Source: an optimization exercise on an open RTL-to-GDS flow (aim: small area and a short achievable clock period). Production flows keep margins and buffers that such runs may drop. In this exercise RTL edits were held to simulation tests only and were not proved equivalent to the original.

**flow/config.mk**
```make
export PLATFORM = sky130hd
export DESIGN_NAME = fsm_multiplier
export DESIGN_NICKNAME = fsm_multiplier
export VERILOG_FILES = /design/flow/design.v
export SDC_FILE = /design/flow/constraint.sdc
export NUM_CORES = 4
export LEC_CHECK = 0
export CAP_MARGIN = 20
export CORE_MARGIN = 2
export CORE_UTILIZATION = 65
export SLEW_MARGIN = 20
export SYNTH_HIERARCHICAL = 1
```
**flow/design.v**
```verilog
module dd_cell (input logic b, input logic m0, input logic m1, input logic m2, output logic n0, output logic n1, output logic n2, output logic c);
    logic w_new_n10, w_new_n12, w_new_n15, w_new_n9;
    g_o21a_1 u0 (.A1(m0), .B1(m2), .A2(b), .X(w_new_n9));
    g_nand2_1 u1 (.A(m0), .B(b), .Y(w_new_n10));
    g_o21ai_0 u2 (.A1(w_new_n10), .A2(m1), .B1(w_new_n9), .Y(n0));
    g_nor2_1 u3 (.A(m0), .B(b), .Y(w_new_n12));
    g_xnor2_1 u4 (.A(w_new_n12), .B(m2), .Y(n1));
    g_o21ai_0 u5 (.A1(m1), .A2(b), .B1(w_new_n10), .Y(n2));
    g_nor2_1 u6 (.A(m2), .B(b), .Y(w_new_n15));
    g_nor2_1 u7 (.A(w_new_n15), .B(m1), .Y(c));
endmodule
module dd_cell_nc (input logic b, input logic m0, input logic m1, input logic m2, output logic n0, output logic n1, output logic n2);
    logic w_new_n11, w_new_n8, w_new_n9;
    g_o21a_1 u0 (.A1(m0), .B1(m2), .A2(b), .X(w_new_n8));
    g_nand2_1 u1 (.A(m0), .B(b), .Y(w_new_n9));
    g_o21ai_0 u2 (.A1(w_new_n9), .A2(m1), .B1(w_new_n8), .Y(n0));
    g_nor2_1 u3 (.A(m0), .B(b), .Y(w_new_n11));
    g_xnor2_1 u4 (.A(w_new_n11), .B(m2), .Y(n1));
    g_o21ai_0 u5 (.A1(m1), .A2(b), .B1(w_new_n9), .Y(n2));
endmodule
module dd_first_en (input logic x0, input logic x1, input logic x2, input logic en, output logic n0, output logic n1, output logic n2, output logic c);
    logic w_new_n10, w_new_n12, w_new_n14, w_new_n9;
    g_nand2b_1 u0 (.A_N(x0), .B(x2), .Y(w_new_n9));
    g_and2_0 u1 (.A(w_new_n9), .B(x1), .X(w_new_n10));
    g_nand2_1 u2 (.A(w_new_n10), .B(en), .Y(n0));
    g_nor2_1 u3 (.A(w_new_n9), .B(x1), .Y(w_new_n12));
    g_o21ai_0 u4 (.A1(w_new_n12), .A2(w_new_n10), .B1(en), .Y(n1));
    g_xor2_1 u5 (.A(x2), .B(x0), .X(w_new_n14));
    g_and2_0 u6 (.A(w_new_n14), .B(en), .X(n2));
    g_o211a_1 u7 (.A1(x1), .B1(en), .C1(x2), .A2(x0), .X(c));
endmodule
module dd_first (input logic x0, input logic x1, input logic x2, output logic n0, output logic n1, output logic n2, output logic c);
    logic w_new_n8;
    g_nand2b_1 u0 (.A_N(x0), .B(x2), .Y(w_new_n8));
    g_nand2_1 u1 (.A(w_new_n8), .B(x1), .Y(n0));
    g_xor2_1 u2 (.A(w_new_n8), .B(x1), .X(n1));
    g_xor2_1 u3 (.A(x2), .B(x0), .X(n2));
    g_o21a_1 u4 (.A1(x1), .B1(x2), .A2(x0), .X(c));
endmodule
module dd_first_nc (input logic x0, input logic x1, input logic x2, output logic n0, output logic n1, output logic n2);
    logic w_new_n7;
    g_nand2b_1 u0 (.A_N(x0), .B(x2), .Y(w_new_n7));
    g_nand2_1 u1 (.A(w_new_n7), .B(x1), .Y(n0));
    g_xor2_1 u2 (.A(w_new_n7), .B(x1), .X(n1));
    g_xor2_1 u3 (.A(x2), .B(x0), .X(n2));
endmodule
module dd_conv16 (
    input  logic [15:0] x,
    input  logic nx,          
    input  logic [2:0] xs,    
    input  logic xs_en,       
    output logic [11:0] m,    
    output logic [3:0] b      
);
    logic nxn;
    assign nxn = ~nx;
    logic [2:0] m1; logic c2;
    dd_first u_m1 (.x0(x[13]), .x1(x[14]), .x2(x[15]), .n0(m1[0]), .n1(m1[1]), .n2(m1[2]), .c(c2));
    logic [2:0] m3; logic c4;
    dd_cell u_m3 (.b(x[12]), .m0(m1[0]), .m1(m1[1]), .m2(m1[2]), .n0(m3[0]), .n1(m3[1]), .n2(m3[2]), .c(c4));
    logic [2:0] m5; logic c6;
    dd_cell u_m5 (.b(x[11]), .m0(m3[0]), .m1(m3[1]), .m2(m3[2]), .n0(m5[0]), .n1(m5[1]), .n2(m5[2]), .c(c6));
    logic [2:0] m7; logic c8;
    dd_cell u_m7 (.b(x[10]), .m0(m5[0]), .m1(m5[1]), .m2(m5[2]), .n0(m7[0]), .n1(m7[1]), .n2(m7[2]), .c(c8));
    logic [2:0] m9; logic c10;
    dd_first u_m9 (.x0(c6), .x1(c4), .x2(c2), .n0(m9[0]), .n1(m9[1]), .n2(m9[2]), .c(c10));
    logic [2:0] m11; logic c12;
    dd_cell u_m11 (.b(x[9]), .m0(m7[0]), .m1(m7[1]), .m2(m7[2]), .n0(m11[0]), .n1(m11[1]), .n2(m11[2]), .c(c12));
    logic [2:0] m13; logic c14;
    dd_cell u_m13 (.b(c8), .m0(m9[0]), .m1(m9[1]), .m2(m9[2]), .n0(m13[0]), .n1(m13[1]), .n2(m13[2]), .c(c14));
    logic [2:0] m15; logic c16;
    dd_cell u_m15 (.b(x[8]), .m0(m11[0]), .m1(m11[1]), .m2(m11[2]), .n0(m15[0]), .n1(m15[1]), .n2(m15[2]), .c(c16));
    logic [2:0] m17; logic c18;
    dd_cell u_m17 (.b(c12), .m0(m13[0]), .m1(m13[1]), .m2(m13[2]), .n0(m17[0]), .n1(m17[1]), .n2(m17[2]), .c(c18));
    logic [2:0] m19; logic c20;
    dd_cell u_m19 (.b(x[7]), .m0(m15[0]), .m1(m15[1]), .m2(m15[2]), .n0(m19[0]), .n1(m19[1]), .n2(m19[2]), .c(c20));
    logic [2:0] m21; logic c22;
    dd_first_en u_m21 (.x0(xs[0]), .x1(xs[1]), .x2(xs[2]), .en(xs_en), .n0(m21[0]), .n1(m21[1]), .n2(m21[2]), .c(c22));
    logic [2:0] m23; logic c24;
    mux_cell u_m23_0 (.s(nx), .sn(nxn), .a(m19[0]), .b(m21[0]), .y(m23[0]));
    mux_cell u_m23_1 (.s(nx), .sn(nxn), .a(m19[1]), .b(m21[1]), .y(m23[1]));
    mux_cell u_m23_2 (.s(nx), .sn(nxn), .a(m19[2]), .b(m21[2]), .y(m23[2]));
    mux_cell u_c24 (.s(nx), .sn(nxn), .a(c20), .b(c22), .y(c24));
    logic [2:0] m25; logic c26;
    dd_cell u_m25 (.b(c16), .m0(m17[0]), .m1(m17[1]), .m2(m17[2]), .n0(m25[0]), .n1(m25[1]), .n2(m25[2]), .c(c26));
    logic [2:0] m27; logic c28;
    dd_first u_m27 (.x0(c18), .x1(c14), .x2(c10), .n0(m27[0]), .n1(m27[1]), .n2(m27[2]), .c(c28));
    logic [2:0] m29; logic c30;
    dd_cell u_m29 (.b(x[6]), .m0(m23[0]), .m1(m23[1]), .m2(m23[2]), .n0(m29[0]), .n1(m29[1]), .n2(m29[2]), .c(c30));
    logic [2:0] m31; logic c32;
    dd_cell u_m31 (.b(c24), .m0(m25[0]), .m1(m25[1]), .m2(m25[2]), .n0(m31[0]), .n1(m31[1]), .n2(m31[2]), .c(c32));
    logic [2:0] m33; logic c34;
    dd_cell u_m33 (.b(c26), .m0(m27[0]), .m1(m27[1]), .m2(m27[2]), .n0(m33[0]), .n1(m33[1]), .n2(m33[2]), .c(c34));
    logic [2:0] m35; logic c36;
    dd_cell u_m35 (.b(x[5]), .m0(m29[0]), .m1(m29[1]), .m2(m29[2]), .n0(m35[0]), .n1(m35[1]), .n2(m35[2]), .c(c36));
    logic [2:0] m37; logic c38;
    dd_cell u_m37 (.b(c30), .m0(m31[0]), .m1(m31[1]), .m2(m31[2]), .n0(m37[0]), .n1(m37[1]), .n2(m37[2]), .c(c38));
    logic [2:0] m39; logic c40;
    dd_cell u_m39 (.b(c32), .m0(m33[0]), .m1(m33[1]), .m2(m33[2]), .n0(m39[0]), .n1(m39[1]), .n2(m39[2]), .c(c40));
    logic [2:0] m41; logic c42;
    dd_cell u_m41 (.b(x[4]), .m0(m35[0]), .m1(m35[1]), .m2(m35[2]), .n0(m41[0]), .n1(m41[1]), .n2(m41[2]), .c(c42));
    logic [2:0] m43; logic c44;
    dd_cell u_m43 (.b(c36), .m0(m37[0]), .m1(m37[1]), .m2(m37[2]), .n0(m43[0]), .n1(m43[1]), .n2(m43[2]), .c(c44));
    logic [2:0] m45; logic c46;
    dd_cell u_m45 (.b(c38), .m0(m39[0]), .m1(m39[1]), .m2(m39[2]), .n0(m45[0]), .n1(m45[1]), .n2(m45[2]), .c(c46));
    logic [2:0] m47;
    dd_first_nc u_m47 (.x0(c40), .x1(c34), .x2(c28), .n0(m47[0]), .n1(m47[1]), .n2(m47[2]));
    logic [2:0] m48; logic c49;
    dd_cell u_m48 (.b(x[3]), .m0(m41[0]), .m1(m41[1]), .m2(m41[2]), .n0(m48[0]), .n1(m48[1]), .n2(m48[2]), .c(c49));
    logic [2:0] m50; logic c51;
    dd_cell u_m50 (.b(c42), .m0(m43[0]), .m1(m43[1]), .m2(m43[2]), .n0(m50[0]), .n1(m50[1]), .n2(m50[2]), .c(c51));
    logic [2:0] m52; logic c53;
    dd_cell u_m52 (.b(c44), .m0(m45[0]), .m1(m45[1]), .m2(m45[2]), .n0(m52[0]), .n1(m52[1]), .n2(m52[2]), .c(c53));
    logic [2:0] m54;
    dd_cell_nc u_m54 (.b(c46), .m0(m47[0]), .m1(m47[1]), .m2(m47[2]), .n0(m54[0]), .n1(m54[1]), .n2(m54[2]));
    logic [2:0] m55; logic c56;
    dd_cell u_m55 (.b(x[2]), .m0(m48[0]), .m1(m48[1]), .m2(m48[2]), .n0(m55[0]), .n1(m55[1]), .n2(m55[2]), .c(c56));
    logic [2:0] m57; logic c58;
    dd_cell u_m57 (.b(c49), .m0(m50[0]), .m1(m50[1]), .m2(m50[2]), .n0(m57[0]), .n1(m57[1]), .n2(m57[2]), .c(c58));
    logic [2:0] m59; logic c60;
    dd_cell u_m59 (.b(c51), .m0(m52[0]), .m1(m52[1]), .m2(m52[2]), .n0(m59[0]), .n1(m59[1]), .n2(m59[2]), .c(c60));
    logic [2:0] m61;
    dd_cell_nc u_m61 (.b(c53), .m0(m54[0]), .m1(m54[1]), .m2(m54[2]), .n0(m61[0]), .n1(m61[1]), .n2(m61[2]));
    logic [2:0] m62; logic c63;
    dd_cell u_m62 (.b(x[1]), .m0(m55[0]), .m1(m55[1]), .m2(m55[2]), .n0(m62[0]), .n1(m62[1]), .n2(m62[2]), .c(c63));
    logic [2:0] m64; logic c65;
    dd_cell u_m64 (.b(c56), .m0(m57[0]), .m1(m57[1]), .m2(m57[2]), .n0(m64[0]), .n1(m64[1]), .n2(m64[2]), .c(c65));
    logic [2:0] m66; logic c67;
    dd_cell u_m66 (.b(c58), .m0(m59[0]), .m1(m59[1]), .m2(m59[2]), .n0(m66[0]), .n1(m66[1]), .n2(m66[2]), .c(c67));
    logic [2:0] m68;
    dd_cell_nc u_m68 (.b(c60), .m0(m61[0]), .m1(m61[1]), .m2(m61[2]), .n0(m68[0]), .n1(m68[1]), .n2(m68[2]));
    assign m[2:0] = m62;
    assign b[0] = x[0];
    assign m[5:3] = m64;
    assign b[1] = c63;
    assign m[8:6] = m66;
    assign b[2] = c65;
    assign m[11:9] = m68;
    assign b[3] = c67;
endmodule
module mul16 (
    input  logic [9:0]  an,     
    input  logic        one,    
    input  logic [9:0]  b,
    output logic [15:0] pn      
);
    logic [9:0] ae;
    assign ae[0] = one | ~an[0];
    assign ae[9:1] = {9{~one}} & ~an[9:1];
    logic [4:0] d1, d2, d3;
    genvar gk;
    generate for (gk = 0; gk < 5; gk = gk + 1) begin : g_dig
        assign d1[gk] = b[2*gk] & ~b[2*gk+1];
        assign d2[gk] = ~b[2*gk] & b[2*gk+1];
        assign d3[gk] = b[2*gk] & b[2*gk+1];
    end endgenerate
    logic [11:0] t;
    logic [11:1] tc;
    assign t[0] = ae[0];
    ha_cell u_t1 (.a(ae[1]), .b(ae[0]), .s(t[1]), .co(tc[2]));
    fa_cell u_t2 (.a(ae[2]), .b(ae[1]), .c(tc[2]), .s(t[2]), .co(tc[3]));
    fa_cell u_t3 (.a(ae[3]), .b(ae[2]), .c(tc[3]), .s(t[3]), .co(tc[4]));
    fa_cell u_t4 (.a(ae[4]), .b(ae[3]), .c(tc[4]), .s(t[4]), .co(tc[5]));
    fa_cell u_t5 (.a(ae[5]), .b(ae[4]), .c(tc[5]), .s(t[5]), .co(tc[6]));
    fa_cell u_t6 (.a(ae[6]), .b(ae[5]), .c(tc[6]), .s(t[6]), .co(tc[7]));
    fa_cell u_t7 (.a(ae[7]), .b(ae[6]), .c(tc[7]), .s(t[7]), .co(tc[8]));
    fa_cell u_t8 (.a(ae[8]), .b(ae[7]), .c(tc[8]), .s(t[8]), .co(tc[9]));
    fa_cell u_t9 (.a(ae[9]), .b(ae[8]), .c(tc[9]), .s(t[9]), .co(tc[10]));
    ha_cell u_t10 (.a(ae[9]), .b(tc[10]), .s(t[10]), .co(t[11]));
    logic ppn_0_0;
    pp2_cell u_ppn_0_0 (.s1(d1[0]), .x1(ae[0]), .s2(d3[0]), .x2(t[0]), .yn(ppn_0_0));
    logic ppn_0_1;
    pp3_cell u_ppn_0_1 (.s1(d1[0]), .x1(ae[1]), .s2(d2[0]), .x2(ae[0]), .s3(d3[0]), .x3(t[1]), .yn(ppn_0_1));
    logic ppn_0_2;
    pp3_cell u_ppn_0_2 (.s1(d1[0]), .x1(ae[2]), .s2(d2[0]), .x2(ae[1]), .s3(d3[0]), .x3(t[2]), .yn(ppn_0_2));
    logic ppn_0_3;
    pp3_cell u_ppn_0_3 (.s1(d1[0]), .x1(ae[3]), .s2(d2[0]), .x2(ae[2]), .s3(d3[0]), .x3(t[3]), .yn(ppn_0_3));
    logic ppn_0_4;
    pp3_cell u_ppn_0_4 (.s1(d1[0]), .x1(ae[4]), .s2(d2[0]), .x2(ae[3]), .s3(d3[0]), .x3(t[4]), .yn(ppn_0_4));
    logic ppn_0_5;
    pp3_cell u_ppn_0_5 (.s1(d1[0]), .x1(ae[5]), .s2(d2[0]), .x2(ae[4]), .s3(d3[0]), .x3(t[5]), .yn(ppn_0_5));
    logic ppn_0_6;
    pp3_cell u_ppn_0_6 (.s1(d1[0]), .x1(ae[6]), .s2(d2[0]), .x2(ae[5]), .s3(d3[0]), .x3(t[6]), .yn(ppn_0_6));
    logic ppn_0_7;
    pp3_cell u_ppn_0_7 (.s1(d1[0]), .x1(ae[7]), .s2(d2[0]), .x2(ae[6]), .s3(d3[0]), .x3(t[7]), .yn(ppn_0_7));
    logic ppn_0_8;
    pp3_cell u_ppn_0_8 (.s1(d1[0]), .x1(ae[8]), .s2(d2[0]), .x2(ae[7]), .s3(d3[0]), .x3(t[8]), .yn(ppn_0_8));
    logic ppn_0_9;
    pp3_cell u_ppn_0_9 (.s1(d1[0]), .x1(ae[9]), .s2(d2[0]), .x2(ae[8]), .s3(d3[0]), .x3(t[9]), .yn(ppn_0_9));
    logic ppn_0_10;
    pp2_cell u_ppn_0_10 (.s1(d2[0]), .x1(ae[9]), .s2(d3[0]), .x2(t[10]), .yn(ppn_0_10));
    logic ppn_0_11;
    nand_cell u_ppn_0_11 (.a(d3[0]), .b(t[11]), .y(ppn_0_11));
    logic ppn_1_0;
    pp2_cell u_ppn_1_0 (.s1(d1[1]), .x1(ae[0]), .s2(d3[1]), .x2(t[0]), .yn(ppn_1_0));
    logic ppn_1_1;
    pp3_cell u_ppn_1_1 (.s1(d1[1]), .x1(ae[1]), .s2(d2[1]), .x2(ae[0]), .s3(d3[1]), .x3(t[1]), .yn(ppn_1_1));
    logic ppn_1_2;
    pp3_cell u_ppn_1_2 (.s1(d1[1]), .x1(ae[2]), .s2(d2[1]), .x2(ae[1]), .s3(d3[1]), .x3(t[2]), .yn(ppn_1_2));
    logic ppn_1_3;
    pp3_cell u_ppn_1_3 (.s1(d1[1]), .x1(ae[3]), .s2(d2[1]), .x2(ae[2]), .s3(d3[1]), .x3(t[3]), .yn(ppn_1_3));
    logic ppn_1_4;
    pp3_cell u_ppn_1_4 (.s1(d1[1]), .x1(ae[4]), .s2(d2[1]), .x2(ae[3]), .s3(d3[1]), .x3(t[4]), .yn(ppn_1_4));
    logic ppn_1_5;
    pp3_cell u_ppn_1_5 (.s1(d1[1]), .x1(ae[5]), .s2(d2[1]), .x2(ae[4]), .s3(d3[1]), .x3(t[5]), .yn(ppn_1_5));
    logic ppn_1_6;
    pp3_cell u_ppn_1_6 (.s1(d1[1]), .x1(ae[6]), .s2(d2[1]), .x2(ae[5]), .s3(d3[1]), .x3(t[6]), .yn(ppn_1_6));
    logic ppn_1_7;
    pp3_cell u_ppn_1_7 (.s1(d1[1]), .x1(ae[7]), .s2(d2[1]), .x2(ae[6]), .s3(d3[1]), .x3(t[7]), .yn(ppn_1_7));
    logic ppn_1_8;
    pp3_cell u_ppn_1_8 (.s1(d1[1]), .x1(ae[8]), .s2(d2[1]), .x2(ae[7]), .s3(d3[1]), .x3(t[8]), .yn(ppn_1_8));
    logic ppn_1_9;
    pp3_cell u_ppn_1_9 (.s1(d1[1]), .x1(ae[9]), .s2(d2[1]), .x2(ae[8]), .s3(d3[1]), .x3(t[9]), .yn(ppn_1_9));
    logic ppn_1_10;
    pp2_cell u_ppn_1_10 (.s1(d2[1]), .x1(ae[9]), .s2(d3[1]), .x2(t[10]), .yn(ppn_1_10));
    logic ppn_1_11;
    nand_cell u_ppn_1_11 (.a(d3[1]), .b(t[11]), .y(ppn_1_11));
    logic ppn_2_0;
    pp2_cell u_ppn_2_0 (.s1(d1[2]), .x1(ae[0]), .s2(d3[2]), .x2(t[0]), .yn(ppn_2_0));
    logic ppn_2_1;
    pp3_cell u_ppn_2_1 (.s1(d1[2]), .x1(ae[1]), .s2(d2[2]), .x2(ae[0]), .s3(d3[2]), .x3(t[1]), .yn(ppn_2_1));
    logic ppn_2_2;
    pp3_cell u_ppn_2_2 (.s1(d1[2]), .x1(ae[2]), .s2(d2[2]), .x2(ae[1]), .s3(d3[2]), .x3(t[2]), .yn(ppn_2_2));
    logic ppn_2_3;
    pp3_cell u_ppn_2_3 (.s1(d1[2]), .x1(ae[3]), .s2(d2[2]), .x2(ae[2]), .s3(d3[2]), .x3(t[3]), .yn(ppn_2_3));
    logic ppn_2_4;
    pp3_cell u_ppn_2_4 (.s1(d1[2]), .x1(ae[4]), .s2(d2[2]), .x2(ae[3]), .s3(d3[2]), .x3(t[4]), .yn(ppn_2_4));
    logic ppn_2_5;
    pp3_cell u_ppn_2_5 (.s1(d1[2]), .x1(ae[5]), .s2(d2[2]), .x2(ae[4]), .s3(d3[2]), .x3(t[5]), .yn(ppn_2_5));
    logic ppn_2_6;
    pp3_cell u_ppn_2_6 (.s1(d1[2]), .x1(ae[6]), .s2(d2[2]), .x2(ae[5]), .s3(d3[2]), .x3(t[6]), .yn(ppn_2_6));
    logic ppn_2_7;
    pp3_cell u_ppn_2_7 (.s1(d1[2]), .x1(ae[7]), .s2(d2[2]), .x2(ae[6]), .s3(d3[2]), .x3(t[7]), .yn(ppn_2_7));
    logic ppn_2_8;
    pp3_cell u_ppn_2_8 (.s1(d1[2]), .x1(ae[8]), .s2(d2[2]), .x2(ae[7]), .s3(d3[2]), .x3(t[8]), .yn(ppn_2_8));
    logic ppn_2_9;
    pp3_cell u_ppn_2_9 (.s1(d1[2]), .x1(ae[9]), .s2(d2[2]), .x2(ae[8]), .s3(d3[2]), .x3(t[9]), .yn(ppn_2_9));
    logic ppn_2_10;
    pp2_cell u_ppn_2_10 (.s1(d2[2]), .x1(ae[9]), .s2(d3[2]), .x2(t[10]), .yn(ppn_2_10));
    logic ppn_2_11;
    nand_cell u_ppn_2_11 (.a(d3[2]), .b(t[11]), .y(ppn_2_11));
    logic ppn_3_0;
    pp2_cell u_ppn_3_0 (.s1(d1[3]), .x1(ae[0]), .s2(d3[3]), .x2(t[0]), .yn(ppn_3_0));
    logic ppn_3_1;
    pp3_cell u_ppn_3_1 (.s1(d1[3]), .x1(ae[1]), .s2(d2[3]), .x2(ae[0]), .s3(d3[3]), .x3(t[1]), .yn(ppn_3_1));
    logic ppn_3_2;
    pp3_cell u_ppn_3_2 (.s1(d1[3]), .x1(ae[2]), .s2(d2[3]), .x2(ae[1]), .s3(d3[3]), .x3(t[2]), .yn(ppn_3_2));
    logic ppn_3_3;
    pp3_cell u_ppn_3_3 (.s1(d1[3]), .x1(ae[3]), .s2(d2[3]), .x2(ae[2]), .s3(d3[3]), .x3(t[3]), .yn(ppn_3_3));
    logic ppn_3_4;
    pp3_cell u_ppn_3_4 (.s1(d1[3]), .x1(ae[4]), .s2(d2[3]), .x2(ae[3]), .s3(d3[3]), .x3(t[4]), .yn(ppn_3_4));
    logic ppn_3_5;
    pp3_cell u_ppn_3_5 (.s1(d1[3]), .x1(ae[5]), .s2(d2[3]), .x2(ae[4]), .s3(d3[3]), .x3(t[5]), .yn(ppn_3_5));
    logic ppn_3_6;
    pp3_cell u_ppn_3_6 (.s1(d1[3]), .x1(ae[6]), .s2(d2[3]), .x2(ae[5]), .s3(d3[3]), .x3(t[6]), .yn(ppn_3_6));
    logic ppn_3_7;
    pp3_cell u_ppn_3_7 (.s1(d1[3]), .x1(ae[7]), .s2(d2[3]), .x2(ae[6]), .s3(d3[3]), .x3(t[7]), .yn(ppn_3_7));
    logic ppn_3_8;
    pp3_cell u_ppn_3_8 (.s1(d1[3]), .x1(ae[8]), .s2(d2[3]), .x2(ae[7]), .s3(d3[3]), .x3(t[8]), .yn(ppn_3_8));
    logic ppn_3_9;
    pp3_cell u_ppn_3_9 (.s1(d1[3]), .x1(ae[9]), .s2(d2[3]), .x2(ae[8]), .s3(d3[3]), .x3(t[9]), .yn(ppn_3_9));
    logic ppn_4_0;
    pp2_cell u_ppn_4_0 (.s1(d1[4]), .x1(ae[0]), .s2(d3[4]), .x2(t[0]), .yn(ppn_4_0));
    logic ppn_4_1;
    pp3_cell u_ppn_4_1 (.s1(d1[4]), .x1(ae[1]), .s2(d2[4]), .x2(ae[0]), .s3(d3[4]), .x3(t[1]), .yn(ppn_4_1));
    logic ppn_4_2;
    pp3_cell u_ppn_4_2 (.s1(d1[4]), .x1(ae[2]), .s2(d2[4]), .x2(ae[1]), .s3(d3[4]), .x3(t[2]), .yn(ppn_4_2));
    logic ppn_4_3;
    pp3_cell u_ppn_4_3 (.s1(d1[4]), .x1(ae[3]), .s2(d2[4]), .x2(ae[2]), .s3(d3[4]), .x3(t[3]), .yn(ppn_4_3));
    logic ppn_4_4;
    pp3_cell u_ppn_4_4 (.s1(d1[4]), .x1(ae[4]), .s2(d2[4]), .x2(ae[3]), .s3(d3[4]), .x3(t[4]), .yn(ppn_4_4));
    logic ppn_4_5;
    pp3_cell u_ppn_4_5 (.s1(d1[4]), .x1(ae[5]), .s2(d2[4]), .x2(ae[4]), .s3(d3[4]), .x3(t[5]), .yn(ppn_4_5));
    logic ppn_4_6;
    pp3_cell u_ppn_4_6 (.s1(d1[4]), .x1(ae[6]), .s2(d2[4]), .x2(ae[5]), .s3(d3[4]), .x3(t[6]), .yn(ppn_4_6));
    logic ppn_4_7;
    pp3_cell u_ppn_4_7 (.s1(d1[4]), .x1(ae[7]), .s2(d2[4]), .x2(ae[6]), .s3(d3[4]), .x3(t[7]), .yn(ppn_4_7));
    logic s1, s2;
    xnor_cell u_s1 (.a(ppn_0_8), .b(ppn_1_6), .y(s1));
    or_cell u_s2 (.a(ppn_0_8), .b(ppn_1_6), .y(s2));
    logic s3, s4;
    fa_cell u_s3 (.a(ppn_0_9), .b(ppn_1_7), .c(ppn_2_5), .s(s3), .co(s4));
    logic s5, s6;
    fa_cell u_s5 (.a(ppn_0_10), .b(ppn_1_8), .c(ppn_2_6), .s(s5), .co(s6));
    logic s7, s8;
    fa_cell u_s7 (.a(ppn_0_11), .b(ppn_1_9), .c(ppn_2_7), .s(s7), .co(s8));
    logic s9, s10;
    xnor_cell u_s9 (.a(ppn_1_10), .b(ppn_2_8), .y(s9));
    or_cell u_s10 (.a(ppn_1_10), .b(ppn_2_8), .y(s10));
    logic s11, s12;
    xnor_cell u_s11 (.a(ppn_1_11), .b(ppn_2_9), .y(s11));
    or_cell u_s12 (.a(ppn_1_11), .b(ppn_2_9), .y(s12));
    logic s13, s14;
    xnor_cell u_s13 (.a(ppn_0_6), .b(ppn_1_4), .y(s13));
    or_cell u_s14 (.a(ppn_0_6), .b(ppn_1_4), .y(s14));
    logic s15, s16;
    fa_cell u_s15 (.a(ppn_0_7), .b(ppn_1_5), .c(ppn_2_3), .s(s15), .co(s16));
    logic s17, s18;
    fa_cell u_s17 (.a(s1), .b(ppn_2_4), .c(ppn_3_2), .s(s17), .co(s18));
    logic s19, s20;
    fa_cell u_s19 (.a(s3), .b(ppn_3_3), .c(ppn_4_1), .s(s19), .co(s20));
    logic s21, s22;
    fa_cell u_s21 (.a(s5), .b(ppn_3_4), .c(ppn_4_2), .s(s21), .co(s22));
    logic s23, s24;
    fa_cell u_s23 (.a(s7), .b(ppn_3_5), .c(ppn_4_3), .s(s23), .co(s24));
    logic s25, s26;
    fa_cell u_s25 (.a(s9), .b(ppn_3_6), .c(ppn_4_4), .s(s25), .co(s26));
    logic s27, s28;
    fa_cell u_s27 (.a(s11), .b(ppn_3_7), .c(ppn_4_5), .s(s27), .co(s28));
    logic s29, s30;
    fa_cell u_s29 (.a(ppn_2_10), .b(ppn_3_8), .c(ppn_4_6), .s(s29), .co(s30));
    logic s31, s32;
    xnor_cell u_s31 (.a(ppn_0_4), .b(ppn_1_2), .y(s31));
    or_cell u_s32 (.a(ppn_0_4), .b(ppn_1_2), .y(s32));
    logic s33, s34;
    fa_cell u_s33 (.a(ppn_0_5), .b(ppn_1_3), .c(ppn_2_1), .s(s33), .co(s34));
    logic s35, s36;
    fa_cell u_s35 (.a(s13), .b(ppn_2_2), .c(ppn_3_0), .s(s35), .co(s36));
    logic s37, s38;
    fa_cell u_s37 (.a(s15), .b(ppn_3_1), .c(s14), .s(s37), .co(s38));
    logic s39, s40;
    fa_cell u_s39 (.a(s17), .b(ppn_4_0), .c(s16), .s(s39), .co(s40));
    logic s41, s42;
    fa_cell u_s41 (.a(s19), .b(s2), .c(s18), .s(s41), .co(s42));
    logic s43, s44;
    fa_cell u_s43 (.a(s21), .b(s4), .c(s20), .s(s43), .co(s44));
    logic s45, s46;
    fa_cell u_s45 (.a(s23), .b(s6), .c(s22), .s(s45), .co(s46));
    logic s47, s48;
    fa_cell u_s47 (.a(s25), .b(s8), .c(s24), .s(s47), .co(s48));
    logic s49, s50;
    fa_cell u_s49 (.a(s27), .b(s10), .c(s26), .s(s49), .co(s50));
    logic s51, s52;
    fa_cell u_s51 (.a(s29), .b(s12), .c(s28), .s(s51), .co(s52));
    logic s53, s54;
    xnor_cell u_s53 (.a(ppn_0_2), .b(ppn_1_0), .y(s53));
    or_cell u_s54 (.a(ppn_0_2), .b(ppn_1_0), .y(s54));
    logic s55, s56;
    fa_cell u_s55 (.a(ppn_0_3), .b(ppn_1_1), .c(s54), .s(s55), .co(s56));
    logic s57, s58;
    fa_cell u_s57 (.a(s31), .b(ppn_2_0), .c(s56), .s(s57), .co(s58));
    logic s59, s60;
    fa_cell u_s59 (.a(s33), .b(s32), .c(s58), .s(s59), .co(s60));
    logic s61, s62;
    fa_cell u_s61 (.a(s35), .b(s34), .c(s60), .s(s61), .co(s62));
    logic s63, s64;
    fa_cell u_s63 (.a(s37), .b(s36), .c(s62), .s(s63), .co(s64));
    logic s65, s66;
    fa_cell u_s65 (.a(s39), .b(s38), .c(s64), .s(s65), .co(s66));
    logic s67, s68;
    fa_cell u_s67 (.a(s41), .b(s40), .c(s66), .s(s67), .co(s68));
    logic s69, s70;
    fa_cell u_s69 (.a(s43), .b(s42), .c(s68), .s(s69), .co(s70));
    logic s71, s72;
    fa_cell u_s71 (.a(s45), .b(s44), .c(s70), .s(s71), .co(s72));
    logic s73, s74;
    fa_cell u_s73 (.a(s47), .b(s46), .c(s72), .s(s73), .co(s74));
    logic s75, s76;
    fa_cell u_s75 (.a(s49), .b(s48), .c(s74), .s(s75), .co(s76));
    logic s77, s78;
    fa_cell u_s77 (.a(s51), .b(s50), .c(s76), .s(s77), .co(s78));
    logic s79;
    xnor_cell u_s79 (.a(ppn_2_11), .b(ppn_3_9), .y(s79));
    logic s80;
    xnor_cell u_s80 (.a(s79), .b(ppn_4_7), .y(s80));
    logic s81;
    xnor_cell u_s81 (.a(s80), .b(s30), .y(s81));
    logic s82;
    xnor_cell u_s82 (.a(s81), .b(s52), .y(s82));
    logic s83;
    xnor_cell u_s83 (.a(s82), .b(s78), .y(s83));
    assign pn[0] = ppn_0_0;
    assign pn[1] = ppn_0_1;
    assign pn[2] = s53;
    assign pn[3] = s55;
    assign pn[4] = s57;
    assign pn[5] = s59;
    assign pn[6] = s61;
    assign pn[7] = s63;
    assign pn[8] = s65;
    assign pn[9] = s67;
    assign pn[10] = s69;
    assign pn[11] = s71;
    assign pn[12] = s73;
    assign pn[13] = s75;
    assign pn[14] = s77;
    assign pn[15] = s83;
endmodule
module fa_cell (input logic a, input logic b, input logic c, output logic s, output logic co);
    assign s = a ^ b ^ c;
    assign co = (a & b) | (a & c) | (b & c);
endmodule
module ha_cell (input logic a, input logic b, output logic s, output logic co);
    assign s = a ^ b;
    assign co = a & b;
endmodule
module xnor_cell (input logic a, input logic b, output logic y);
    assign y = ~(a ^ b);
endmodule
module or_cell (input logic a, input logic b, output logic y);
    assign y = a | b;
endmodule
module nand_cell (input logic a, input logic b, output logic y);
    assign y = ~(a & b);
endmodule
module pp3_cell (input logic s1, input logic x1, input logic s2, input logic x2, input logic s3, input logic x3, output logic yn);
    assign yn = ~((s1 & x1) | (s2 & x2) | (s3 & x3));
endmodule
module pp2_cell (input logic s1, input logic x1, input logic s2, input logic x2, output logic yn);
    assign yn = ~((s1 & x1) | (s2 & x2));
endmodule
module mux_cell (input logic s, input logic sn, input logic a, input logic b, output logic y);
    assign y = (s & a) | (sn & b);
endmodule
module seven_seg_display_driver (input logic b, input logic m0, input logic m1, input logic m2, output logic s0, output logic s1, output logic s2, output logic s3, output logic s4, output logic s5, output logic s6);
    logic w_new_n12, w_new_n14, w_new_n16, w_new_n18, w_new_n19, w_new_n22;
    g_xor2_1 u0 (.A(m1), .B(b), .X(w_new_n12));
    g_nor2_1 u1 (.A(w_new_n12), .B(m2), .Y(s0));
    g_xnor2_1 u2 (.A(m2), .B(b), .Y(w_new_n14));
    g_nor2_1 u3 (.A(w_new_n14), .B(m0), .Y(s1));
    g_inv_1 u4 (.A(b), .Y(w_new_n16));
    g_and3_1 u5 (.A(m2), .B(m1), .C(w_new_n16), .X(s2));
    g_inv_1 u6 (.A(m0), .Y(w_new_n18));
    g_nand3_1 u7 (.A(m2), .B(w_new_n18), .C(b), .Y(w_new_n19));
    g_o21ai_0 u8 (.A1(w_new_n12), .A2(m2), .B1(w_new_n19), .Y(s3));
    g_o21ai_0 u9 (.A1(m2), .A2(m1), .B1(w_new_n16), .Y(s4));
    g_o21ai_0 u10 (.A1(m2), .A2(b), .B1(m1), .Y(w_new_n22));
    g_nand2_1 u11 (.A(w_new_n22), .B(w_new_n19), .Y(s5));
    g_o21ai_0 u12 (.A1(m2), .A2(w_new_n18), .B1(w_new_n19), .Y(s6));
endmodule
module g_o21a_1 (input logic A1, input logic A2, input logic B1, output logic X);
    assign X = (A1&B1) | (A2&B1);
endmodule
module g_nand2_1 (input logic A, input logic B, output logic Y);
    assign Y = (~A) | (~B);
endmodule
module g_o21ai_0 (input logic A1, input logic A2, input logic B1, output logic Y);
    assign Y = (~A1&~A2) | (~B1);
endmodule
module g_nor2_1 (input logic A, input logic B, output logic Y);
    assign Y = (~A&~B);
endmodule
module g_xnor2_1 (input logic A, input logic B, output logic Y);
    assign Y = (~A&~B) | (A&B);
endmodule
module g_inv_1 (input logic A, output logic Y);
    assign Y = (~A);
endmodule
module g_and2_0 (input logic A, input logic B, output logic X);
    assign X = (A&B);
endmodule
module g_nand2b_1 (input logic A_N, input logic B, input logic A, input logic C, output logic Y);
    assign Y = (A_N) | (~B);
endmodule
module g_xor2_1 (input logic A, input logic B, output logic X);
    assign X = (A&~B) | (~A&B);
endmodule
module g_o211a_1 (input logic A1, input logic A2, input logic B1, input logic C1, output logic X);
    assign X = (A1&B1&C1) | (A2&B1&C1);
endmodule
module g_and3_1 (input logic A, input logic B, input logic C, output logic X);
    assign X = (A&B&C);
endmodule
module g_nand3_1 (input logic A, input logic B, input logic C, output logic Y);
    assign Y = (~A) | (~B) | (~C);
endmodule
module fsm_multiplier (
    input wire clk,
    input wire k0,
    input wire k1,
    input wire [9:0] switches,
    output wire [6:0] disp0,
    output wire [6:0] disp1,
    output wire [6:0] disp2,
    output wire [6:0] disp3,
    output reg [9:0] leds
);
    localparam logic [1:0] IDLE = 2'd0, FIRST_NUM = 2'd1, NEXT_NUM = 2'd2, ERROR = 2'd3;
    logic [1:0] pr_state;
    logic prev_k0, prev_k1, k0pressed, k1pressed;
    logic [15:0] num;    
    wire is_idle  = ~pr_state[1] & ~pr_state[0];
    wire is_first = ~pr_state[1] &  pr_state[0];
    wire is_next  =  pr_state[1] & ~pr_state[0];
    wire is_err   =  pr_state[1] &  pr_state[0];
    wire [15:0] r = ~num;
    wire over = r[15] | r[14] | (r[13] & (r[12] | r[11] | (r[10] & r[9] & r[8] & (r[7] | r[6] | r[5] | r[4]))));
    wire [15:0] prodn;
    mul16 u_mul (.an(num[9:0]), .one(is_idle), .b(switches), .pn(prodn));
    always_ff @(posedge clk) begin
        k0pressed <= prev_k0 & ~k0;
        k1pressed <= prev_k1 & ~k1;
        prev_k0 <= k0;
        prev_k1 <= k1;
        if (k1pressed)                          pr_state <= IDLE;
        else if (is_idle & k0pressed)           pr_state <= FIRST_NUM;
        else if (is_first & k0pressed)          pr_state <= NEXT_NUM;
        else if (is_next & over)                pr_state <= ERROR;
        if (is_idle | (is_first & k0pressed)) num <= prodn;
    end
    wire idle_or_err;
    xnor_cell u_led0 (.a(pr_state[1]), .b(pr_state[0]), .y(idle_or_err));
    always_comb begin
        leds[0] = idle_or_err;
        leds[1] = pr_state[0];
        leds[2] = pr_state[1];
        leds[9:3] = {7{is_err}};
    end
    wire sel_sw = ~pr_state[1];
    wire [15:0] x = ({16{is_next}} & ~num) | {9'd0, {7{sel_sw}} & switches[6:0]};
    wire [11:0] m;
    wire [3:0]  b;
    dd_conv16 u_dd (.x(x), .nx(is_next), .xs(switches[9:7]), .xs_en(sel_sw), .m(m), .b(b));
    seven_seg_display_driver hex0 (.b(b[0]), .m0(m[0]),  .m1(m[1]),  .m2(m[2]),  .s0(disp0[0]), .s1(disp0[1]), .s2(disp0[2]), .s3(disp0[3]), .s4(disp0[4]), .s5(disp0[5]), .s6(disp0[6]));
    seven_seg_display_driver hex1 (.b(b[1]), .m0(m[3]),  .m1(m[4]),  .m2(m[5]),  .s0(disp1[0]), .s1(disp1[1]), .s2(disp1[2]), .s3(disp1[3]), .s4(disp1[4]), .s5(disp1[5]), .s6(disp1[6]));
    seven_seg_display_driver hex2 (.b(b[2]), .m0(m[6]),  .m1(m[7]),  .m2(m[8]),  .s0(disp2[0]), .s1(disp2[1]), .s2(disp2[2]), .s3(disp2[3]), .s4(disp2[4]), .s5(disp2[5]), .s6(disp2[6]));
    seven_seg_display_driver hex3 (.b(b[3]), .m0(m[9]),  .m1(m[10]), .m2(m[11]), .s0(disp3[0]), .s1(disp3[1]), .s2(disp3[2]), .s3(disp3[3]), .s4(disp3[4]), .s5(disp3[5]), .s6(disp3[6]));
endmodule
```
**flow/flow/run.sh**
```bash
#!/bin/bash
set -euo pipefail
export BUFFER_PORTS_ARGS="-buffer_cell sky130_fd_sc_hd__buf_2"
export SETUP_SLACK_MARGIN=9.5
bash standard.sh > standard.log 2>&1
```
**flow/constraint.sdc**
```tcl
create_clock -name core_clock -period 22.0 [get_ports {clk}]
set_input_delay 4.4000 -clock core_clock [delete_from_list [all_inputs] [get_ports {clk}]]
set_output_delay 4.4000 -clock core_clock [all_outputs]
set_load 0.01 [all_outputs]
```
**flow/standard.sh**
```bash
#!/bin/bash
# synth_recipe.tcl (not shown) runs the flow's synth.tcl, then flattens the netlist and writes it again
# the make line also repeats each setting of config.mk as NAME=value (left out here)
make -C /OpenROAD-flow-scripts/flow DESIGN_CONFIG=/design/flow/config.mk WORK_HOME=/design/flow/orfs CLKGATE_MAP_FILE= SYNTH_SCRIPT=/design/flow/synth_recipe.tcl "${@:-finish}"
```
==> notes.md, run 1 <==
Synthesis
The fraction of synthesized cell area taken by the top area cell type is 0.184. The average instance area after synthesis is 8.17 sq um. The cell count after synthesis is 545. Of the synthesized area, sequential elements account for 0.135. The number of nets handed over by synthesis was 601. The synthesized design contains 22 register bits. Yosys attributes the largest share of cell area to sky130_fd_sc_hd__fa_1 18%, sky130_fd_sc_hd__edfxtp_1 11%, sky130_fd_sc_hd__a222oi_1 9.7%. The cell type with the highest aggregate area in the netlist is sky130_fd_sc_hd__fa_1. The mapped netlist covers 4450 sq um.

The netlist uses 32 different library cells. Yosys printed 7 warnings.

Layout
The number of nets in the layout is 630. The share of post-route cells with drive strength above 1 is 0.126. The repair_antennas step left the layout with diodes totalling 0.

The post-route non-filler standard cell count is 653. The number of filler cells placed in the layout is 564. The area growth from synthesis to layout is 4.86%.

Route
The via-per-instance ratio is 6.36. The total wire length is 10200 um. The count of routing violations after the opening detailed-route iteration is 480. The first detailed-routing pass ran for 9 iterations. The residual DRC count is 0. The final route contains 4152 vias. Dividing the detail-routed wire length by the instance count gives 15.7 um. The count of antenna-violating nets left after detailed routing is 0.

Global routing
The layer flagged by global routing as most heavily used is met2. The met2 track demand over resource in global routing is 0.488. Across every metal layer, demand over resource in global routing totals 0.278. The aggregate global routing overflow is 0.

Entering global routing, the biggest net connects 19 pins. The routing usage on met3 is 0.0295. For this run, global-route usage on met1 was measured as 0.373.

The global-route wire length before repair is 16900 um. The number of antenna violations at the first check in global routing came to 0. The via count of the first global-routing pass came to 3786.

Timing
The final worst-path cycle share is 0.541. Setup repair after global routing left no endpoint under its margin. The final setup TNS is 0 ps. The total count of hold-check failures in the final report is 0. Setup violations remaining at the end of the flow were counted as 0. The max-slew violation count is 0. For the pin with the worst max-slew slack, the measured transition is 1010 ps. The max-slew headroom at the worst pin is 0.324. Derived from the worst setup path, the maximum achievable clock frequency is 84.0 MHz. After layout, the minimum clock period comes to 11910 ps. The worst path meets setup with 10090 ps of slack. The post-route clock skew is 6.39 ps.

Floorplanning
The starting density of the core is 0.663. The core area is 6720 sq um. The total die area is 7530 sq um. The die boundary height is 86.8 um. In this run the horizontal extent of the chip is 86.8 um. 51 I/O pins were placed. The row count is 30.

Clock network
Gates resized during post-CTS repair numbered 0. The number of sinks driven by the clock tree is 22. After clock tree synthesis, the flow added hold-fix buffers numbering 0.

The TritonCTS clock tree is built. No sink is reached through more buffers than the 2 on the longest clock path. The tree is rooted in a sky130_fd_sc_hd__clkbuf_8. CTS built an H-tree with a depth of 1.

The clock-pin slew on the worst setup and hold paths is 90 ps. The clock latency at the later pin of the worst-skew pair is 270 ps. After clock tree synthesis, the setup repair step added 0 buffers.

The number of buffers created by CTS is 3.

Place
Routability-driven placement finished with a final weighted congestion of 0.914. The count of placed standard cells including taps is 649. The worst setup slack before clock tree synthesis is 10100 ps.

Buffers placed on the I/O ports in this run total 50. Detailed placement ended at an HPWL of 8210 um.

Worst setup path
The category of the worst setup path capture point is a primary output. The data arrival time of the critical path is 7510 ps. In this run the worst path has a maximum fanout of 8.

By startpoint and endpoint, the worst setup path is classified as in2out. The worst setup path is launched from an input port. Data on the critical path is required at its endpoint by 17600 ps.

Status
The flow ran to the end and the layout has no timing, DRC or antenna violations.

Job
The number of maximum-capacitance violations is 0.

Worst hold path
The path class of the tightest hold or removal check is reg2reg.
==> worst max-delay path: stages <==
cell,delay [ps]
sky130_fd_sc_hd__buf_2,130
sky130_fd_sc_hd__nand2b_1,120
sky130_fd_sc_hd__and2_1,150
sky130_fd_sc_hd__nand2_1,60
sky130_fd_sc_hd__a22o_1,210
sky130_fd_sc_hd__o21a_1,190
sky130_fd_sc_hd__o21ai_1,130
sky130_fd_sc_hd__nand2_1,110
sky130_fd_sc_hd__o21ai_1,220
sky130_fd_sc_hd__nand2_1,100
sky130_fd_sc_hd__o21ai_1,200
sky130_fd_sc_hd__nand2_1,90
sky130_fd_sc_hd__o21ai_1,200
sky130_fd_sc_hd__nand2_1,100
sky130_fd_sc_hd__o21ai_1,220
sky130_fd_sc_hd__nand2_1,110
sky130_fd_sc_hd__o21ai_1,310
sky130_fd_sc_hd__nand3_1,210
sky130_fd_sc_hd__o21ai_1,110
sky130_fd_sc_hd__buf_2,140
==> state kept, by name, summed over array words and instances (netlist names) <==
| register | cells |
|---|---|
| prev_k1 | 1 |
| k1pressed | 1 |
| k0pressed | 1 |
| prev_k0 | 1 |
| pr_state | 2 |
| num | 16 |
==> Yosys stat by module (local to each module, per instance), excerpt <==
| module | times used | flip-flops and latches |
|---|---|---|
| g_inv_1 | 8 | 0 |
| mul16 | 1 | 0 |
| g_xnor2_1 | 34 | 0 |
| pp3_cell | 43 | 0 |
| fsm_multiplier | 1 | 22 |
| g_nor2_1 | 93 | 0 |
| g_and2_0 | 2 | 0 |
| xnor_cell | 12 | 0 |
| dd_conv16 | 1 | 0 |
| ha_cell | 2 | 0 |
==> Yosys cell counts (all sizes together) <==
cell / n
nor2: 113
o21ai: 77
a211oi: 1
xnor2: 47
inv: 12
edfxtp: 16
and3: 4
and2: 8
o21a: 33
o211a: 1
dfxtp: 6
nor2b: 12
a2111oi: 1
nand2b: 7
or2: 6
buf: 31
nor4: 1
ha: 2
fa: 41
nand4: 1
a21oi: 3
xor2: 13
nand3: 4
a22oi: 8
o2bb2ai: 7
a22o: 4
nand2: 43
a222oi: 43
==> worst paths after layout <==
check	startpoint	to	slack [ps]	cells past startpoint
worst max-delay path	switches[7]	disp0[6]	10090	20
worst min-delay path	prev_k1$_DFF_P_	k1pressed$_DFF_P_	450	1
worst max register to register	pr_state[0]$_SDFFE_PP0P_	num[15]$_DFFE_PP_	12180	22
worst min register to register	prev_k1$_DFF_P_	k1pressed$_DFF_P_	450	1
==> area by class of cell <==
class,instances,area (sq um),area share
timing repair buffer,55,288,0.0616
sequential,22,601,0.129
tap,80,100,0.0214
inverter,12,45.0,0.00965
multi-input combinational,480,3570,0.764
clock buffer,4,66.3,0.0142
==> layer usage <==
metal	routed length [um]	share of wire	up-vias
met3	692	0.068	18
met2	4980	0.49	173
met5	0	0	-
li1	-	-	2027
met4	154	0.015	0
met1	4390	0.43	1934
==> through the flow <==
step           cell area (sq um)  utilization  hold WS [ps]
2_1_floorplan               4450            -           403
3_3_place_gp                4600        0.685           414
3_5_place_dp                4600        0.685           422
4_1_cts                     4670        0.695           443
5_1_grt                     4670        0.695           449
6_report                    4670        0.695           446
==> cell usage in the layout, fill, tap and decap left out <==
cell type / n
sky130_fd_sc_hd__o211a_1: 1
sky130_fd_sc_hd__nor2b_1: 12
sky130_fd_sc_hd__a21oi_1: 3
sky130_fd_sc_hd__nand2b_1: 6
sky130_fd_sc_hd__ha_1: 2
sky130_fd_sc_hd__nand4_1: 1
sky130_fd_sc_hd__inv_2: 1
sky130_fd_sc_hd__nor4_4: 1
sky130_fd_sc_hd__nand2_1: 43
sky130_fd_sc_hd__nor2_1: 113
sky130_fd_sc_hd__a222oi_1: 43
sky130_fd_sc_hd__and2_1: 8
sky130_fd_sc_hd__a2111oi_4: 1
sky130_fd_sc_hd__o2bb2ai_1: 7
sky130_fd_sc_hd__buf_2: 50
sky130_fd_sc_hd__clkbuf_16: 1
sky130_fd_sc_hd__inv_1: 11
sky130_fd_sc_hd__clkbuf_8: 3
sky130_fd_sc_hd__nand3_1: 4
sky130_fd_sc_hd__buf_4: 5
sky130_fd_sc_hd__a22o_1: 4
sky130_fd_sc_hd__fa_1: 41
sky130_fd_sc_hd__dfxtp_1: 6
sky130_fd_sc_hd__nand2b_4: 1
sky130_fd_sc_hd__o21a_1: 33
sky130_fd_sc_hd__xor2_1: 13
sky130_fd_sc_hd__o21ai_1: 77
sky130_fd_sc_hd__and3_1: 4
sky130_fd_sc_hd__a22oi_2: 8
sky130_fd_sc_hd__xnor2_1: 47
sky130_fd_sc_hd__a211oi_2: 1
sky130_fd_sc_hd__or2_1: 6
sky130_fd_sc_hd__edfxtp_1: 16
==> kinds of logic (layout without fill, tap and decap cells) <==
kind of cell	count (synthesis)	count (layout)	synth area share
XOR/XNOR	60	60	0.118
buffers and inverters	43	71	0.0635
AND/OR/NAND/NOR	199	199	0.196
adder cells (fa/ha/maj)	43	43	0.190
flip-flops	22	22	0.135
AO/OA/AOI/OAI	178	178	0.298
==> run 2, diff against run 1 <==
==> flow/flow/run.sh (replaced) <==
#!/bin/bash
set -euo pipefail
export BUFFER_PORTS_ARGS="-buffer_cell sky130_fd_sc_hd__buf_2"
export SETUP_SLACK_MARGIN=9
bash standard.sh > standard.log 2>&1
==> notes.md, run 2 <==
Status
The flow ran to the end and the layout has no timing, DRC or antenna violations.

Clock network
Clock-pin slew was measured on the worst setup and hold paths at 90 ps. The total of cells resized after clock tree synthesis is 0. The number of sinks driven by the clock tree is 22. The number of buffers inserted by hold repair at cts is 0. The post-CTS setup repair buffer count is 0. TritonCTS built the clock tree.

The master cell of the clock root buffer is sky130_fd_sc_hd__clkbuf_8. The clock passes through at most 2 buffers. The number of H-tree levels is 1. In this run, CTS created clock tree buffers numbering 3.

The clock reaches the later pin of the worst-skew pair after 270 ps.

Place
The congestion estimate from routability-driven global placement came to 0.914. Once placement finished, the instance area stood at 4600 sq um. The detailed placer's ending HPWL is 8210 um. The count of buffers from port buffering is 50. The count of placed standard cells including taps is 649.

Layout
In the final layout, flip-flops and latches occupy 601 sq um. The number of flip-flops in the largest register is 16. The area growth from synthesis to layout is 4.86%. The number of filler cells placed in the layout is 564. num holds more flip-flops than any other register. The largest registers in the layout are num (16), pr_state (2). 0 antenna diodes ended up in the layout. In the final layout, the multi-input gates occupy 3570 sq um. Leaving out fill and tap cells, the most frequent cells in the layout are 113 x sky130_fd_sc_hd__nor2_1, 77 x sky130_fd_sc_hd__o21ai_1, 50 x sky130_fd_sc_hd__buf_2. The final cell area excluding filler cells is 4670 sq um. The number of nets in the layout is 630. The share of post-route cells with drive strength above 1 is 0.126. The commonest non-fill, non-tap cell in the layout is sky130_fd_sc_hd__nor2_1. The post-route non-filler standard cell count is 653.

Timing
The number of failing setup endpoints in the final timing report is 0. The worst path in the final design needs a cycle of 11910 ps, including I/O delays and setup. Setup repair after global routing left no endpoint under its margin. The clock arrives with 6.39 ps of skew. Derived from the worst setup path, the maximum achievable clock frequency is 84.0 MHz. The total count of hold-check failures in the final report was 0.

The final setup TNS is 0 ps. The max-slew violation count is 0. Of the available clock period, the critical path in the final layout requires 0.541.

Hold is met by 446 ps. For the pin with the worst max-slew slack, the measured transition is 1010 ps. In this run the tightest slew margin relative to its limit is 0.324.

Route
For this run, design rule violations remaining after detail routing come to 0. After the first detailed-routing iteration, the DRC count stood at 480. Using the TritonRoute via totals, the vias-per-cell ratio works out to 6.36. The routed design has 10200 um of wire. The total via count in the routed design is 4152. After detailed routing, the average wire length per cell comes to 15.7 um.

The first-pass iteration count of the detailed router is 9. The count of antenna-violating nets left after detailed routing is 0.

Worst setup path
The startpoint identified for the worst register-to-register timing path is pr_state[0]$_SDFFE_PP0P_. For the worst setup path, the data required time is 17600 ps. The data arrival time of the critical path is 7510 ps. The critical path in this run is classified as in2out. The highest net fanout along the worst path is 8. In this run the register-to-register setup slack is 12180 ps.

The worst setup path is captured at a primary output. The worst setup path is launched from an input port. In this run the worst setup path begins at switches[7].

Synthesis
The number of library cell types mapped by synthesis is 32. Of the post-synthesis cell area, the dominant cell type holds 0.184. Yosys printed 7 warnings.

For this run, the leading register cell type out of synthesis is sky130_fd_sc_hd__edfxtp_1. The number of enable flip-flop cells after synthesis is 16. For this run, the register share of the synthesized area comes to 0.135. Ranked by total cell area, the synthesized netlist is headed by sky130_fd_sc_hd__fa_1 18%, sky130_fd_sc_hd__edfxtp_1 11%, sky130_fd_sc_hd__a222oi_1 9.7%. The average instance in the mapped netlist occupies 8.17 sq um. The most common cell in the synthesized netlist is sky130_fd_sc_hd__nor2_1. The total nets after synthesis is 601. The cell type with the highest aggregate area in the netlist is sky130_fd_sc_hd__fa_1.

The share of synthesized flip-flops with an asynchronous set or reset is 0. After synthesis, the most frequently instantiated cells are 113 x sky130_fd_sc_hd__nor2_1, 77 x sky130_fd_sc_hd__o21ai_1, 47 x sky130_fd_sc_hd__xnor2_1. The number of register bits inferred by synthesis is 22. The post-synthesis instance area is 4450 sq um.

After technology mapping, the gate count stands at 545.

Global routing
The global-route wire length before repair is 16900 um. The number of antenna violations at the first check in global routing came to 0. Entering global routing, the biggest net connects 19 pins. The aggregate global routing overflow is 0. In the global route stage, overall resource usage came out at 0.278.

The via count of the first global-routing pass came to 3786.

Job
The number of maximum-capacitance violations is 0.

Floorplanning
The floorplan step defined a die boundary enclosing 7530 sq um. The number of I/O pins is 51. For this configuration, the core starts out at a cell density of 0.663.

The floorplan step defined a core boundary enclosing 6720 sq um. From left edge to right edge, the die measures 86.8 um. The die boundary height is 86.8 um.

The floorplan has 30 rows.

Worst hold path
The class of the tightest hold or removal check is reg2reg. The hold path startpoint is prev_k1$_DFF_P_.
==> run 2: layout make-up <==
| class | instances | area share |
|---|---|---|
| Multi-Input combinational cell | 480 | 0.764 |
| Sequential cell | 22 | 0.129 |
| Timing Repair Buffer | 55 | 0.0616 |
| Clock buffer | 4 | 0.0142 |
| Inverter | 12 | 0.00965 |
| Tap cell | 80 | 0.0214 |
==> run 2: per-module statistics from Yosys (local to each module, per instance), excerpt <==
| module | times used | cells |
|---|---|---|
| or_cell | 6 | 1 |
| g_o21ai_0 | 77 | 1 |
| g_nand2_1 | 39 | 1 |
| nand_cell | 3 | 1 |
| g_nor2_1 | 93 | 1 |
| xnor_cell | 12 | 1 |
| g_nand3_1 | 4 | 1 |
==> run 2: kinds of logic (layout without fill, tap and decap cells) <==
group,count (synthesis),in the layout,share of synthesized area
flip-flops,22,22,0.135
XOR/XNOR,60,60,0.118
AND/OR/NAND/NOR,199,199,0.196
AO/OA/AOI/OAI,178,178,0.298
buffers and inverters,43,71,0.0635
adder cells (fa/ha/maj),43,43,0.190
==> run 2: critical path, stage by stage <==
cell	delay (ps)
sky130_fd_sc_hd__buf_2	130
sky130_fd_sc_hd__nand2b_1	120
sky130_fd_sc_hd__and2_1	150
sky130_fd_sc_hd__nand2_1	60
sky130_fd_sc_hd__a22o_1	210
sky130_fd_sc_hd__o21a_1	190
sky130_fd_sc_hd__o21ai_1	130
sky130_fd_sc_hd__nand2_1	110
sky130_fd_sc_hd__o21ai_1	220
sky130_fd_sc_hd__nand2_1	100
sky130_fd_sc_hd__o21ai_1	200
sky130_fd_sc_hd__nand2_1	90
sky130_fd_sc_hd__o21ai_1	200
sky130_fd_sc_hd__nand2_1	100
sky130_fd_sc_hd__o21ai_1	220
sky130_fd_sc_hd__nand2_1	110
sky130_fd_sc_hd__o21ai_1	310
sky130_fd_sc_hd__nand3_1	210
sky130_fd_sc_hd__o21ai_1	110
sky130_fd_sc_hd__buf_2	140
==> run 2: final timing paths <==
check,end,cells after the start
worst min-delay path,k1pressed$_DFF_P_,1
worst max register to register,num[15]$_DFFE_PP_,22
worst min register to register,k1pressed$_DFF_P_,1
worst max-delay path,disp0[6],20
==> run 2: layer usage <==
layer  global-route usage  up-vias  wire length, um
met5                    0        -                0
met4               0.0582        0              154
met3               0.0295       18              692
met2                0.488      173             4980
met1                0.373     1934             4390
li1                     -     2027                -
==> run 2: through the flow <==
| step | utilization | setup WS (ps) |
|---|---|---|
| after floorplan | - | 10680 |
| after global placement | 0.685 | 10300 |
| after detailed placement | 0.685 | 10100 |
| after CTS | 0.695 | 10110 |
| after global routing | 0.695 | 9610 |
| final | 0.695 | 10090 |

==> static timing again, ports no longer ideal <==
The results above use ideal ports. As a check the final layouts listed here were re-extracted and re-timed, cells and wires unchanged.
Step 1 (the two cells are an assumption about what drives the block):
set clk [get_ports {clk}]
set_driving_cell -lib_cell sky130_fd_sc_hd__clkbuf_16 $clk
set_driving_cell -lib_cell sky130_fd_sc_hd__buf_2 [delete_from_list [all_inputs] $clk]
Step 2, shift: input delay + t, output delay - t, t = (earliest + latest rising clock arrival at the registers) / 2. This alone moves slack from input paths to output paths.
Three values: ideal, step 1, step 2; two values: the first two.
run	shift t [ns]	setup slack, ns	worst setup path at the end	latest minus earliest clock arrival (ns)
run 1	0.291	10.093 / 10.047 / 10.047	input to output	0.007 / 0.006
run 2	0.291	10.093 / 10.047 / 10.047	input to output	0.007 / 0.006
After both steps every run listed still meets setup and hold.
